Source: an optimization exercise on an open RTL-to-GDS flow (aim: small area, a short achievable clock period and few clock cycles per item). Production flows keep margins and buffers that such runs may drop. No activity file was given, so power comes from the tool's default toggle rates.

==> v30: inputs <==
==> flow/design.v <==
`timescale 1ns / 1ns
module mat_ops_controller #(
	parameter DATA_LEN = 8,
	parameter N = 8,
	parameter ADDRESS_SIZE = 4
)
(
	input                         i_clk,
	input                         i_rstn,
	input   [DATA_LEN*N-1:0]      i_read_data_A,
	output  [ADDRESS_SIZE-1:0]    o_address_A,
	output                        o_wr_en_A,
	output  [DATA_LEN*N-1:0]      o_write_data_A,
	input   [DATA_LEN*N-1:0]      i_read_data_B,
	output  [ADDRESS_SIZE-1:0]    o_address_B,
	output                        o_wr_en_B,
	output  [DATA_LEN*N-1:0]      o_write_data_B,
	output                        o_done
);
	reg        idle;
	reg  [8:0] S;
	reg  [3:0] T;
	reg  [2:0] r;
	reg  [2:0] wrow;      
	wire start = (i_read_data_A[7:0] == 8'd1);
	wire go    = idle && start;
	wire r0    = (r == 3'd0);
	wire r7    = (r == 3'd7);
	wire [8:0] S_n;
	assign S_n[0] = go || (S[8] && !r7);
	assign S_n[1] = S[0];
	assign S_n[2] = S[1];
	assign S_n[3] = S[2] && !r0;
	assign S_n[4] = (S[2] && r0) || S[3];
	assign S_n[8:5] = S[7:4];
	wire [3:0] T_n = {T[2:0], S[8] && r7};
	wire       idle_n = (idle && !start) || T[3];
	wire [2:0] r_n    = S[8] ? r + 3'd1 : r;
	wire [2:0] wrow_n = S[8] ? r : wrow;
	wire       run_n  = |S_n;
	wire       wb_n   = S_n[3] || T_n[3];
	wire [2:0] k_n    = {S_n[5] | S_n[6] | S_n[7] | S_n[8],
	                     S_n[2] | S_n[4] | S_n[7] | S_n[8],
	                     S_n[1] | S_n[4] | S_n[6] | S_n[8]};
	reg  [3:0] addr_a;
	reg  [3:0] addr_b;
	reg        wr_b;
	reg        done;
	reg        v0;
	reg        f0;
	always @(posedge i_clk, negedge i_rstn) begin
		if (!i_rstn) begin
			idle   <= 1'b1;
			S      <= 9'd0;
			T      <= 4'd0;
			r      <= 3'd0;
			wrow   <= 3'd0;
			addr_a <= 4'd0;
			addr_b <= 4'd0;
			wr_b   <= 1'b0;
			done   <= 1'b0;
		end else begin
			idle   <= idle_n;
			S      <= S_n;
			T      <= T_n;
			r      <= r_n;
			wrow   <= wrow_n;
			addr_a <= {run_n, r_n};
			addr_b <= wb_n ? {1'b1, wrow_n} : {1'b0, k_n};
			wr_b   <= wb_n;
			done   <= T_n[3];
		end
	end
	wire [2:0] k0 = addr_b[2:0];
	always @(posedge i_clk) begin
		v0 <= run_n && !S_n[3];
		f0 <= S_n[0];
	end
	reg                  v1;
	reg  [2:0]           k1;
	reg                  f1;
	reg                  f2;
	reg  [11:0]          a2, a2r;
	reg                  f3, f3r;
	wire [7:0]           a1 = i_read_data_A[8*k1 +: 8];
	wire [11:0]          a1_enc;
	genvar m;
	generate
		for (m = 0; m < 4; m = m + 1) begin : BOOTH
			wire hi = a1[2*m+1];
			wire md = a1[2*m];
			wire lo = (m == 0) ? 1'b0 : a1[2*m-1];
			assign a1_enc[3*m]   = hi;
			assign a1_enc[3*m+1] = md ^ lo;
			assign a1_enc[3*m+2] = (hi & ~md & ~lo) | (~hi & md & lo);
		end
	endgenerate
	reg  [63:0]          b2;
	wire [63:0]          acc;
	always @(posedge i_clk) begin
		v1 <= v0;
		k1 <= k0;
		f1 <= f0;
		f2 <= f1;
		f3 <= f2;
		a2 <= v1 ? a1_enc : 12'd0;
		b2 <= i_read_data_B;
	end
	always @(posedge i_clk, negedge i_rstn) begin
		if (!i_rstn) begin
			f3r <= 1'b0;
			a2r <= 12'd0;
		end else begin
			f3r <= f2;
			a2r <= v1 ? a1_enc : 12'd0;
		end
	end
	genvar j;
	generate
		for (j = 0; j < N; j = j + 1) begin : LANE
			mac_lane u_lane (
				.i_clk (i_clk),
				.a     (j < N/2 ? a2 : a2r),
				.b     (b2[8*j +: 8]),
				.first (j < N/2 ? f3 : f3r),
				.acc   (acc[8*j +: 8])
			);
		end
	endgenerate
	assign o_address_A    = addr_a;
	assign o_wr_en_A      = done;
	assign o_write_data_A = {(DATA_LEN*N){1'b0}};
	assign o_address_B    = addr_b;
	assign o_wr_en_B      = wr_b;
	assign o_write_data_B = acc;
	assign o_done         = done;
endmodule
module mac_lane (
	input            i_clk,
	input      [11:0] a,
	input      [7:0] b,
	input            first,
	output reg [7:0] acc
);
	wire [14:0] d;
	reg  [14:0] q;
	wire neg0 = a[0];
	wire one0 = a[1];
	wire two0 = a[2];
	wire neg1 = a[3];
	wire one1 = a[4];
	wire two1 = a[5];
	wire neg2 = a[6];
	wire one2 = a[7];
	wire two2 = a[8];
	wire neg3 = a[9];
	wire one3 = a[10];
	wire two3 = a[11];
	wire t1;
	wire t2;
	wire t3;
	wire t4;
	wire t5;
	wire t6;
	wire t7;
	wire t8;
	wire t9;
	wire t10;
	wire t11;
	wire t12;
	wire t13;
	wire t14;
	wire t15;
	assign t1 = (neg1 & ~(one1 & b[0])) ^ (((one0 & b[3]) | (two0 & b[2])) ^ neg0);
	assign t2 = (neg1 & ~(one1 & b[0])) & (((one0 & b[3]) | (two0 & b[2])) ^ neg0);
	assign t3 = (one2 & b[0]) ^ (((one0 & b[4]) | (two0 & b[3])) ^ neg0) ^ (((one1 & b[2]) | (two1 & b[1])) ^ neg1);
	assign t4 = ((one2 & b[0]) & (((one0 & b[4]) | (two0 & b[3])) ^ neg0)) | ((one2 & b[0]) & (((one1 & b[2]) | (two1 & b[1])) ^ neg1)) | ((((one0 & b[4]) | (two0 & b[3])) ^ neg0) & (((one1 & b[2]) | (two1 & b[1])) ^ neg1));
	assign t5 = (neg2 & ~(one2 & b[0])) ^ (((one0 & b[5]) | (two0 & b[4])) ^ neg0) ^ (((one1 & b[3]) | (two1 & b[2])) ^ neg1);
	assign t6 = ((neg2 & ~(one2 & b[0])) & (((one0 & b[5]) | (two0 & b[4])) ^ neg0)) | ((neg2 & ~(one2 & b[0])) & (((one1 & b[3]) | (two1 & b[2])) ^ neg1)) | ((((one0 & b[5]) | (two0 & b[4])) ^ neg0) & (((one1 & b[3]) | (two1 & b[2])) ^ neg1));
	assign t7 = (((one2 & b[1]) | (two2 & b[0])) ^ neg2) ^ t4;
	assign t8 = (((one2 & b[1]) | (two2 & b[0])) ^ neg2) & t4;
	assign t9 = (one3 & b[0]) ^ (((one0 & b[6]) | (two0 & b[5])) ^ neg0) ^ (((one1 & b[4]) | (two1 & b[3])) ^ neg1);
	assign t10 = ((one3 & b[0]) & (((one0 & b[6]) | (two0 & b[5])) ^ neg0)) | ((one3 & b[0]) & (((one1 & b[4]) | (two1 & b[3])) ^ neg1)) | ((((one0 & b[6]) | (two0 & b[5])) ^ neg0) & (((one1 & b[4]) | (two1 & b[3])) ^ neg1));
	assign t11 = (((one2 & b[2]) | (two2 & b[1])) ^ neg2) ^ t6 ^ t9;
	assign t12 = ((((one2 & b[2]) | (two2 & b[1])) ^ neg2) & t6) | ((((one2 & b[2]) | (two2 & b[1])) ^ neg2) & t9) | (t6 & t9);
	assign t13 = (neg3 & ~(one3 & b[0])) ^ (((one0 & b[7]) | (two0 & b[6])) ^ neg0) ^ (((one1 & b[5]) | (two1 & b[4])) ^ neg1);
	assign t14 = (((one2 & b[3]) | (two2 & b[2])) ^ neg2) ^ (((one3 & b[1]) | (two3 & b[0])) ^ neg3) ^ t10;
	assign t15 = t13 ^ t14;
	assign d[0] = (one0 & b[0]);
	assign d[1] = (neg0 & ~(one0 & b[0]));
	assign d[2] = (((one0 & b[1]) | (two0 & b[0])) ^ neg0);
	assign d[3] = (one1 & b[0]);
	assign d[4] = (((one0 & b[2]) | (two0 & b[1])) ^ neg0);
	assign d[5] = (((one1 & b[1]) | (two1 & b[0])) ^ neg1);
	assign d[6] = t1;
	assign d[7] = t2;
	assign d[8] = t3;
	assign d[9] = t5;
	assign d[10] = t7;
	assign d[11] = t8;
	assign d[12] = t11;
	assign d[13] = t12;
	assign d[14] = t15;
	always @(posedge i_clk)
		q <= d;
	wire first_q = first;
	wire [7:0] g = first_q ? 8'd0 : acc;
	always @(posedge i_clk)
		acc <= g + {q[13] , q[11] , q[9] , q[7] , q[5] , q[3] , q[1] , q[0]} + {q[14] , q[12] , q[10] , q[8] , q[6] , q[4] , q[2] , 1'b0};
endmodule
==> flow/flow/run.sh <==
#!/bin/bash
# The standard layout (the standard.sh, standard synthesis unchanged) with
# the port buffers made from the smallest buffer cell instead of the
# clock-delay buffer that buffer_ports picks by default.
set -euo pipefail
bash standard.sh BUFFER_PORTS_ARGS="-buffer_cell sky130_fd_sc_hd__buf_1" finish > make_finish.log 2>&1
==> flow/standard.sh <==
#!/bin/bash
# synth_recipe.tcl (not shown) runs the flow's synth.tcl, then flattens the netlist and writes it again
# the make line also repeats each setting of config.mk as NAME=value (left out here)
make -C /OpenROAD-flow-scripts/flow DESIGN_CONFIG=/design/flow/config.mk WORK_HOME=/design/flow/orfs CLKGATE_MAP_FILE= SYNTH_SCRIPT=/design/flow/synth_recipe.tcl "${@:-finish}"
==> flow/config.mk <==
export PLATFORM = sky130hd
export DESIGN_NAME = mat_ops_controller
export DESIGN_NICKNAME = mat_ops_controller
export VERILOG_FILES = /design/flow/design.v
export SDC_FILE = /design/flow/constraint.sdc
export NUM_CORES = 4
export LEC_CHECK = 0
export CAP_MARGIN = 20
export CORE_MARGIN = 2
export CORE_UTILIZATION = 40
export PLACE_DENSITY = 0.6
export SETUP_SLACK_MARGIN = 2.8
export SLEW_MARGIN = 20
==> flow/constraint.sdc <==
create_clock -name core_clock -period 5.0 [get_ports {i_clk}]
set_input_delay 1.0000 -clock core_clock [delete_from_list [all_inputs] [get_ports {i_clk}]]
set_output_delay 1.0000 -clock core_clock [all_outputs]
set_load 0.01 [all_outputs]
==> v24: changes against v30 <==
==> flow/design.v, changed modules only <==
module mat_ops_controller #(
	parameter DATA_LEN = 8,
	parameter N = 8,
	parameter ADDRESS_SIZE = 4
)
(
	input                         i_clk,
	input                         i_rstn,
	input   [DATA_LEN*N-1:0]      i_read_data_A,
	output  [ADDRESS_SIZE-1:0]    o_address_A,
	output                        o_wr_en_A,
	output  [DATA_LEN*N-1:0]      o_write_data_A,
	input   [DATA_LEN*N-1:0]      i_read_data_B,
	output  [ADDRESS_SIZE-1:0]    o_address_B,
	output                        o_wr_en_B,
	output  [DATA_LEN*N-1:0]      o_write_data_B,
	output                        o_done
);
	reg        idle;
	reg        P;
	reg  [8:0] S;
	reg  [2:0] T;
	reg  [2:0] r;
	reg  [2:0] wrow;      
	reg        pa0;       
	wire start = (i_read_data_A[7:0] == 8'd1);
	wire go    = idle && pa0 && start;
	wire r0    = (r == 3'd0);
	wire r7    = (r == 3'd7);
	wire [8:0] S_n;
	assign S_n[0] = P || (go && addr_a[3]) || (S[8] && !r7);
	assign S_n[1] = S[0];
	assign S_n[2] = S[1] && !r0;
	assign S_n[3] = (S[1] && r0) || S[2];
	assign S_n[8:4] = S[7:3];
	wire [2:0] T_n = {T[1:0], S[8] && r7};
	wire       idle_n = (idle && !go) || T[2];
	wire [2:0] r_n    = S[8] ? r + 3'd1 : r;
	wire [2:0] wrow_n = S[8] ? r : wrow;
	wire       wb_n   = S_n[2] || T_n[2];
	wire [2:0] k_n    = {S_n[5] | S_n[6] | S_n[7] | S_n[8],
	                     S_n[3] | S_n[4] | S_n[7] | S_n[8],
	                     S_n[1] | S_n[4] | S_n[6] | S_n[8]};
	wire       ra_n   = go || (|S_n[7:0]) || (S_n[8] && !r7) || T[2];
	wire [2:0] rowa_n = S_n[8] ? r_n + 3'd1 : r_n;
	reg  [3:0] addr_a;
	reg  [3:0] addr_b;
	reg        wr_b;
	reg        done;
	reg        v0;
	reg        f0;
	always @(posedge i_clk, negedge i_rstn) begin
		if (!i_rstn) begin
			idle   <= 1'b1;
			P      <= 1'b0;
			pa0    <= 1'b1;
			S      <= 9'd0;
			T      <= 3'd0;
			r      <= 3'd0;
			wrow   <= 3'd0;
			addr_a <= 4'd0;
			addr_b <= 4'd0;
			wr_b   <= 1'b0;
			done   <= 1'b0;
		end else begin
			idle   <= idle_n;
			P      <= go && !addr_a[3];
			pa0    <= !addr_a[3];
			S      <= S_n;
			T      <= T_n;
			r      <= r_n;
			wrow   <= wrow_n;
			addr_a <= ra_n ? {1'b1, rowa_n} : 4'd0;
			addr_b <= wb_n ? {1'b1, wrow_n} : {1'b0, k_n};
			wr_b   <= wb_n;
			done   <= T_n[2];
		end
	end
	wire [2:0] k0 = addr_b[2:0];
	always @(posedge i_clk) begin
		v0 <= (|S_n) && !S_n[2];
		f0 <= S_n[0];
	end
	reg                  f1;
	reg  [11:0]          a2, a2n;
	reg                  f2, keep2;
	wire [7:0]           a1 = i_read_data_A[8*k0 +: 8];
	wire [11:0]          a1_enc;
	genvar m;
	generate
		for (m = 0; m < 4; m = m + 1) begin : BOOTH
			wire hi = a1[2*m+1];
			wire md = a1[2*m];
			wire lo = (m == 0) ? 1'b0 : a1[2*m-1];
			assign a1_enc[3*m]   = hi;
			assign a1_enc[3*m+1] = md ^ lo;
			assign a1_enc[3*m+2] = (hi & ~md & ~lo) | (~hi & md & lo);
		end
	endgenerate
	wire [63:0]          acc;
	always @(posedge i_clk) begin
		f1    <= f0;
		f2    <= f1;
		keep2 <= !f1;
		a2    <= v0 ? a1_enc : 12'd0;
		a2n   <= v0 ? ~a1_enc : 12'hfff;
	end
	genvar j;
	generate
		for (j = 0; j < N; j = j + 1) begin : LANE
			mac_lane #(.KEEP_LOW(j < N/2 ? 0 : 1), .A_LOW(j < N/2 ? 0 : 1)) u_lane (
				.i_clk (i_clk),
				.a     (j < N/2 ? a2 : a2n),
				.b     (i_read_data_B[8*j +: 8]),
				.first (j < N/2 ? f2 : keep2),
				.acc   (acc[8*j +: 8])
			);
		end
	endgenerate
	assign o_address_A    = addr_a;
	assign o_wr_en_A      = done;
	assign o_write_data_A = {(DATA_LEN*N){1'b0}};
	assign o_address_B    = addr_b;
	assign o_wr_en_B      = wr_b;
	assign o_write_data_B = acc;
	assign o_done         = done;
endmodule
module mac_lane #(
	parameter KEEP_LOW = 0,   
	parameter A_LOW    = 0    
) (
	input            i_clk,
	input      [11:0] a,
	input      [7:0] b,
	input            first,
	output reg [7:0] acc
);
	wire [14:0] d;
	reg  [14:0] q;
	wire [11:0] ad = A_LOW ? ~a : a;
	wire neg0 = ad[0];
	wire one0 = ad[1];
	wire two0 = ad[2];
	wire neg1 = ad[3];
	wire one1 = ad[4];
	wire two1 = ad[5];
	wire neg2 = ad[6];
	wire one2 = ad[7];
	wire two2 = ad[8];
	wire neg3 = ad[9];
	wire one3 = ad[10];
	wire two3 = ad[11];
	wire t1;
	wire t2;
	wire t3;
	wire t4;
	wire t5;
	wire t6;
	wire t7;
	wire t8;
	wire t9;
	wire t10;
	wire t11;
	wire t12;
	wire t13;
	wire t14;
	wire t15;
	assign t1 = (neg1 & ~(one1 & b[0])) ^ (((one0 & b[3]) | (two0 & b[2])) ^ neg0);
	assign t2 = (neg1 & ~(one1 & b[0])) & (((one0 & b[3]) | (two0 & b[2])) ^ neg0);
	assign t3 = (one2 & b[0]) ^ (((one0 & b[4]) | (two0 & b[3])) ^ neg0) ^ (((one1 & b[2]) | (two1 & b[1])) ^ neg1);
	assign t4 = ((one2 & b[0]) & (((one0 & b[4]) | (two0 & b[3])) ^ neg0)) | ((one2 & b[0]) & (((one1 & b[2]) | (two1 & b[1])) ^ neg1)) | ((((one0 & b[4]) | (two0 & b[3])) ^ neg0) & (((one1 & b[2]) | (two1 & b[1])) ^ neg1));
	assign t5 = (neg2 & ~(one2 & b[0])) ^ (((one0 & b[5]) | (two0 & b[4])) ^ neg0) ^ (((one1 & b[3]) | (two1 & b[2])) ^ neg1);
	assign t6 = ((neg2 & ~(one2 & b[0])) & (((one0 & b[5]) | (two0 & b[4])) ^ neg0)) | ((neg2 & ~(one2 & b[0])) & (((one1 & b[3]) | (two1 & b[2])) ^ neg1)) | ((((one0 & b[5]) | (two0 & b[4])) ^ neg0) & (((one1 & b[3]) | (two1 & b[2])) ^ neg1));
	assign t7 = (((one2 & b[1]) | (two2 & b[0])) ^ neg2) ^ t4;
	assign t8 = (((one2 & b[1]) | (two2 & b[0])) ^ neg2) & t4;
	assign t9 = (one3 & b[0]) ^ (((one0 & b[6]) | (two0 & b[5])) ^ neg0) ^ (((one1 & b[4]) | (two1 & b[3])) ^ neg1);
	assign t10 = ((one3 & b[0]) & (((one0 & b[6]) | (two0 & b[5])) ^ neg0)) | ((one3 & b[0]) & (((one1 & b[4]) | (two1 & b[3])) ^ neg1)) | ((((one0 & b[6]) | (two0 & b[5])) ^ neg0) & (((one1 & b[4]) | (two1 & b[3])) ^ neg1));
	assign t11 = (((one2 & b[2]) | (two2 & b[1])) ^ neg2) ^ t6 ^ t9;
	assign t12 = ((((one2 & b[2]) | (two2 & b[1])) ^ neg2) & t6) | ((((one2 & b[2]) | (two2 & b[1])) ^ neg2) & t9) | (t6 & t9);
	assign t13 = (neg3 & ~(one3 & b[0])) ^ (((one0 & b[7]) | (two0 & b[6])) ^ neg0) ^ (((one1 & b[5]) | (two1 & b[4])) ^ neg1);
	assign t14 = (((one2 & b[3]) | (two2 & b[2])) ^ neg2) ^ (((one3 & b[1]) | (two3 & b[0])) ^ neg3) ^ t10;
	assign t15 = t13 ^ t14;
	assign d[0] = (one0 & b[0]);
	assign d[1] = (neg0 & ~(one0 & b[0]));
	assign d[2] = (((one0 & b[1]) | (two0 & b[0])) ^ neg0);
	assign d[3] = (one1 & b[0]);
	assign d[4] = (((one0 & b[2]) | (two0 & b[1])) ^ neg0);
	assign d[5] = (((one1 & b[1]) | (two1 & b[0])) ^ neg1);
	assign d[6] = t1;
	assign d[7] = t2;
	assign d[8] = t3;
	assign d[9] = t5;
	assign d[10] = t7;
	assign d[11] = t8;
	assign d[12] = t11;
	assign d[13] = t12;
	assign d[14] = t15;
	always @(posedge i_clk)
		q <= d;
	wire first_q = first;
	wire [7:0] g = (KEEP_LOW ? !first_q : first_q) ? 8'd0 : acc;
	always @(posedge i_clk)
		acc <= g + {q[13] , q[11] , q[9] , q[7] , q[5] , q[3] , q[1] , q[0]} + {q[14] , q[12] , q[10] , q[8] , q[6] , q[4] , q[2] , 1'b0};
endmodule
- CTS_BUF_LIST: default -> sky130_fd_sc_hd__clkbuf_4 sky130_fd_sc_hd__clkbuf_8 sky130_fd_sc_hd__clkbuf_16
- CTS_CLUSTER_DIAMETER: default -> 60
- CTS_CLUSTER_SIZE: default -> 30
- SETUP_SLACK_MARGIN: 2.8 -> 2.5
==> v4: changes against v30 <==
==> flow/design.v, changed modules only <==
module mat_ops_controller #(
	parameter DATA_LEN = 8,
	parameter N = 8,
	parameter ADDRESS_SIZE = 4
)
(
	input                         i_clk,
	input                         i_rstn,
	input   [DATA_LEN*N-1:0]      i_read_data_A,
	output  [ADDRESS_SIZE-1:0]    o_address_A,
	output                        o_wr_en_A,
	output  [DATA_LEN*N-1:0]      o_write_data_A,
	input   [DATA_LEN*N-1:0]      i_read_data_B,
	output  [ADDRESS_SIZE-1:0]    o_address_B,
	output                        o_wr_en_B,
	output  [DATA_LEN*N-1:0]      o_write_data_B,
	output                        o_done
);
	reg        idle;
	reg  [8:0] S;
	reg  [3:0] T;
	reg  [2:0] r;
	reg  [2:0] wrow;      
	wire start = (i_read_data_A[7:0] == 8'd1);
	wire go    = idle && start;
	wire r0    = (r == 3'd0);
	wire r7    = (r == 3'd7);
	wire [8:0] S_n;
	assign S_n[0] = go || (S[8] && !r7);
	assign S_n[1] = S[0];
	assign S_n[2] = S[1];
	assign S_n[3] = S[2] && !r0;
	assign S_n[4] = (S[2] && r0) || S[3];
	assign S_n[8:5] = S[7:4];
	wire [3:0] T_n = {T[2:0], S[8] && r7};
	wire       idle_n = (idle && !start) || T[3];
	wire [2:0] r_n    = S[8] ? r + 3'd1 : r;
	wire [2:0] wrow_n = S[8] ? r : wrow;
	wire       run_n  = |S_n;
	wire       wb_n   = S_n[3] || T_n[3];
	wire [2:0] k_n    = {S_n[5] | S_n[6] | S_n[7] | S_n[8],
	                     S_n[2] | S_n[4] | S_n[7] | S_n[8],
	                     S_n[1] | S_n[4] | S_n[6] | S_n[8]};
	reg  [3:0] addr_a;
	reg  [3:0] addr_b;
	reg        wr_b;
	reg        done;
	reg        v0;
	reg        f0;
	always @(posedge i_clk, negedge i_rstn) begin
		if (!i_rstn) begin
			idle   <= 1'b1;
			S      <= 9'd0;
			T      <= 4'd0;
			r      <= 3'd0;
			wrow   <= 3'd0;
			addr_a <= 4'd0;
			addr_b <= 4'd0;
			wr_b   <= 1'b0;
			done   <= 1'b0;
		end else begin
			idle   <= idle_n;
			S      <= S_n;
			T      <= T_n;
			r      <= r_n;
			wrow   <= wrow_n;
			addr_a <= {run_n, r_n};
			addr_b <= wb_n ? {1'b1, wrow_n} : {1'b0, k_n};
			wr_b   <= wb_n;
			done   <= T_n[3];
		end
	end
	wire [2:0] k0 = addr_b[2:0];
	always @(posedge i_clk) begin
		v0 <= run_n && !S_n[3];
		f0 <= S_n[0];
	end
	reg                  v1;
	reg  [2:0]           k1;
	reg                  f1;
	reg                  f2;
	reg  [11:0]          a2;       
	wire [7:0]           a1 = i_read_data_A[8*k1 +: 8];
	wire [11:0]          a1_enc;
	genvar m;
	generate
		for (m = 0; m < 4; m = m + 1) begin : BOOTH
			wire hi = a1[2*m+1];
			wire md = a1[2*m];
			wire lo = (m == 0) ? 1'b0 : a1[2*m-1];
			assign a1_enc[3*m]   = hi;
			assign a1_enc[3*m+1] = md ^ lo;
			assign a1_enc[3*m+2] = (hi & ~md & ~lo) | (~hi & md & lo);
		end
	endgenerate
	reg  [63:0]          b2;
	wire [63:0]          acc;
	always @(posedge i_clk) begin
		v1 <= v0;
		k1 <= k0;
		f1 <= f0;
		f2 <= f1;
		a2 <= v1 ? a1_enc : 12'd0;
		b2 <= i_read_data_B;
	end
	genvar j;
	generate
		for (j = 0; j < N; j = j + 1) begin : LANE
			mac_lane u_lane (
				.i_clk (i_clk),
				.a     (a2),
				.b     (b2[8*j +: 8]),
				.first (f2),
				.acc   (acc[8*j +: 8])
			);
		end
	endgenerate
	assign o_address_A    = addr_a;
	assign o_wr_en_A      = done;
	assign o_write_data_A = {(DATA_LEN*N){1'b0}};
	assign o_address_B    = addr_b;
	assign o_wr_en_B      = wr_b;
	assign o_write_data_B = acc;
	assign o_done         = done;
endmodule
module mac_lane (
	input            i_clk,
	input      [11:0] a,
	input      [7:0] b,
	input            first,
	output reg [7:0] acc
);
	reg              first_q;
	wire [14:0] d;
	reg  [14:0] q;
	wire neg0 = a[0];
	wire one0 = a[1];
	wire two0 = a[2];
	wire neg1 = a[3];
	wire one1 = a[4];
	wire two1 = a[5];
	wire neg2 = a[6];
	wire one2 = a[7];
	wire two2 = a[8];
	wire neg3 = a[9];
	wire one3 = a[10];
	wire two3 = a[11];
	wire t1;
	wire t2;
	wire t3;
	wire t4;
	wire t5;
	wire t6;
	wire t7;
	wire t8;
	wire t9;
	wire t10;
	wire t11;
	wire t12;
	wire t13;
	wire t14;
	wire t15;
	wire t16;
	wire t17;
	wire t18;
	wire t19;
	wire t20;
	wire t21;
	assign t1 = (((one0 & b[6]) | (two0 & b[5])) ^ neg0) ^ (((one1 & b[4]) | (two1 & b[3])) ^ neg1);
	assign t2 = (((one0 & b[6]) | (two0 & b[5])) ^ neg0) & (((one1 & b[4]) | (two1 & b[3])) ^ neg1);
	assign t3 = (((one0 & b[7]) | (two0 & b[6])) ^ neg0) ^ (((one1 & b[5]) | (two1 & b[4])) ^ neg1);
	assign t4 = (((one0 & b[4]) | (two0 & b[3])) ^ neg0) ^ (((one1 & b[2]) | (two1 & b[1])) ^ neg1);
	assign t5 = (((one0 & b[4]) | (two0 & b[3])) ^ neg0) & (((one1 & b[2]) | (two1 & b[1])) ^ neg1);
	assign t6 = (((one0 & b[5]) | (two0 & b[4])) ^ neg0) ^ (((one1 & b[3]) | (two1 & b[2])) ^ neg1);
	assign t7 = (((one0 & b[5]) | (two0 & b[4])) ^ neg0) & (((one1 & b[3]) | (two1 & b[2])) ^ neg1);
	assign t8 = t1 ^ (((one2 & b[2]) | (two2 & b[1])) ^ neg2) ^ (((one3 & b[0]) | (two3 & 1'b0)) ^ neg3);
	assign t9 = (t1 & (((one2 & b[2]) | (two2 & b[1])) ^ neg2)) | (t1 & (((one3 & b[0]) | (two3 & 1'b0)) ^ neg3)) | ((((one2 & b[2]) | (two2 & b[1])) ^ neg2) & (((one3 & b[0]) | (two3 & 1'b0)) ^ neg3));
	assign t10 = t2 ^ t3 ^ (((one2 & b[3]) | (two2 & b[2])) ^ neg2);
	assign t11 = (((one0 & b[2]) | (two0 & b[1])) ^ neg0) ^ (((one1 & b[0]) | (two1 & 1'b0)) ^ neg1);
	assign t12 = (((one0 & b[2]) | (two0 & b[1])) ^ neg0) & (((one1 & b[0]) | (two1 & 1'b0)) ^ neg1);
	assign t13 = (((one0 & b[3]) | (two0 & b[2])) ^ neg0) ^ (((one1 & b[1]) | (two1 & b[0])) ^ neg1);
	assign t14 = (((one0 & b[3]) | (two0 & b[2])) ^ neg0) & (((one1 & b[1]) | (two1 & b[0])) ^ neg1);
	assign t15 = t4 ^ (((one2 & b[0]) | (two2 & 1'b0)) ^ neg2) ^ neg2;
	assign t16 = (t4 & (((one2 & b[0]) | (two2 & 1'b0)) ^ neg2)) | (t4 & neg2) | ((((one2 & b[0]) | (two2 & 1'b0)) ^ neg2) & neg2);
	assign t17 = t5 ^ t6 ^ (((one2 & b[1]) | (two2 & b[0])) ^ neg2);
	assign t18 = (t5 & t6) | (t5 & (((one2 & b[1]) | (two2 & b[0])) ^ neg2)) | (t6 & (((one2 & b[1]) | (two2 & b[0])) ^ neg2));
	assign t19 = t7 ^ t8 ^ neg3;
	assign t20 = (t7 & t8) | (t7 & neg3) | (t8 & neg3);
	assign t21 = t9 ^ t10 ^ (((one3 & b[1]) | (two3 & b[0])) ^ neg3);
	assign d[0] = (((one0 & b[0]) | (two0 & 1'b0)) ^ neg0);
	assign d[1] = neg0;
	assign d[2] = (((one0 & b[1]) | (two0 & b[0])) ^ neg0);
	assign d[3] = t11;
	assign d[4] = neg1;
	assign d[5] = t12;
	assign d[6] = t13;
	assign d[7] = t14;
	assign d[8] = t15;
	assign d[9] = t16;
	assign d[10] = t17;
	assign d[11] = t18;
	assign d[12] = t19;
	assign d[13] = t20;
	assign d[14] = t21;
	always @(posedge i_clk) begin
		q       <= d;
		first_q <= first;
	end
	wire [7:0] g = first_q ? 8'd0 : acc;
	always @(posedge i_clk)
		acc <= g + {q[13] , q[11] , q[9] , q[7] , q[5] , q[3] , q[2] , q[0]} + {q[14] , q[12] , q[10] , q[8] , q[6] , q[4] , 1'b0 , q[1]};
endmodule
- SETUP_SLACK_MARGIN: 2.8 -> 2.7
==> notes.md <==
v30 produced a clean layout. v4 ran to the end with no violations. v24 produced a clean layout. Non-clock buffer count, highest first: v4, v30, v24. Synthesized cell count, highest first: v4, v30, v24. Against v24, the critical path depth of v4 is lower by 1. Fmax, highest first: v4, v24, v30. Between v4 and v30, the lower total power is in v4 (gap about 1.6%, measured against v30). Worst hold slack: v30 is better than v4 (0.97 ps).
==> figures <==
item                                                                    v4                       v30                    v24
Highest-delay cell along the critical path           sky130_fd_sc_hd__fa_1  sky130_fd_sc_hd__dfrtp_4  sky130_fd_sc_hd__fa_1
Initial drt markers                                                    406                       509                    402
Slew margin rel.                                                     48.0%                     38.5%                  47.8%
Fillers                                                               3294                      3382                   3089
Core Box Area                                                   36500 um^2                36800 um^2             33600 um^2
Met2 routed WL                                                    17900 um                  16200 um               14400 um
Die height                                                          197 um                    198 um                 189 um
R2R Path Start                              LANE[7].u_lane.first_q$_DFF_P_             f3r$_DFF_PN0_             f2$_DFF_P_
Status                                                      finished clean            finished clean         finished clean
Global routing met2 resource utilization                             33.1%                     28.6%                  29.7%
Clock tree sinks                                                       280                       307                    242
Final GP Congestion                                                  0.789                     0.800                  0.817
Switching Power                                                  0.00354 W                 0.00339 W              0.00340 W
No run of this note included a check of the RTL's function; only the layout flow was run.

## port drivers added, routing unchanged
In the flow no input, the clock included, has a driving cell. The finished layouts below were timed again as built, in two steps. Step 1: set_driving_cell puts a clkbuf_16 on i_clk and a buf_2 on each other input, an assumption about the parent block. Step 2, shift: input delay + t, output delay - t, t = (earliest + latest rising clock arrival at the registers) / 2. This alone moves slack from input paths to output paths. a / b / c = no drivers / after step 1 / after step 2; a / b = the first two.
| run | t (ns) | setup slack, ns | worst setup path at the end | worst data-port slew with drivers (ns) |
|---|---|---|---|---|
| v30 | 0.583 | 2.472 / 2.472 / 2.418 | input to register | 0.05 |
| v24 | 0.575 | 2.547 / 2.547 / 2.346 | input to register | 0.07 |
| v4 | 0.607 | 2.563 / 2.563 / 2.446 | input to register | 0.08 |
After both steps every run listed still meets setup and hold. For v24, which loses most, drivers alone change the setup slack by 0.000 ns; drivers and shift together by -0.201 ns.
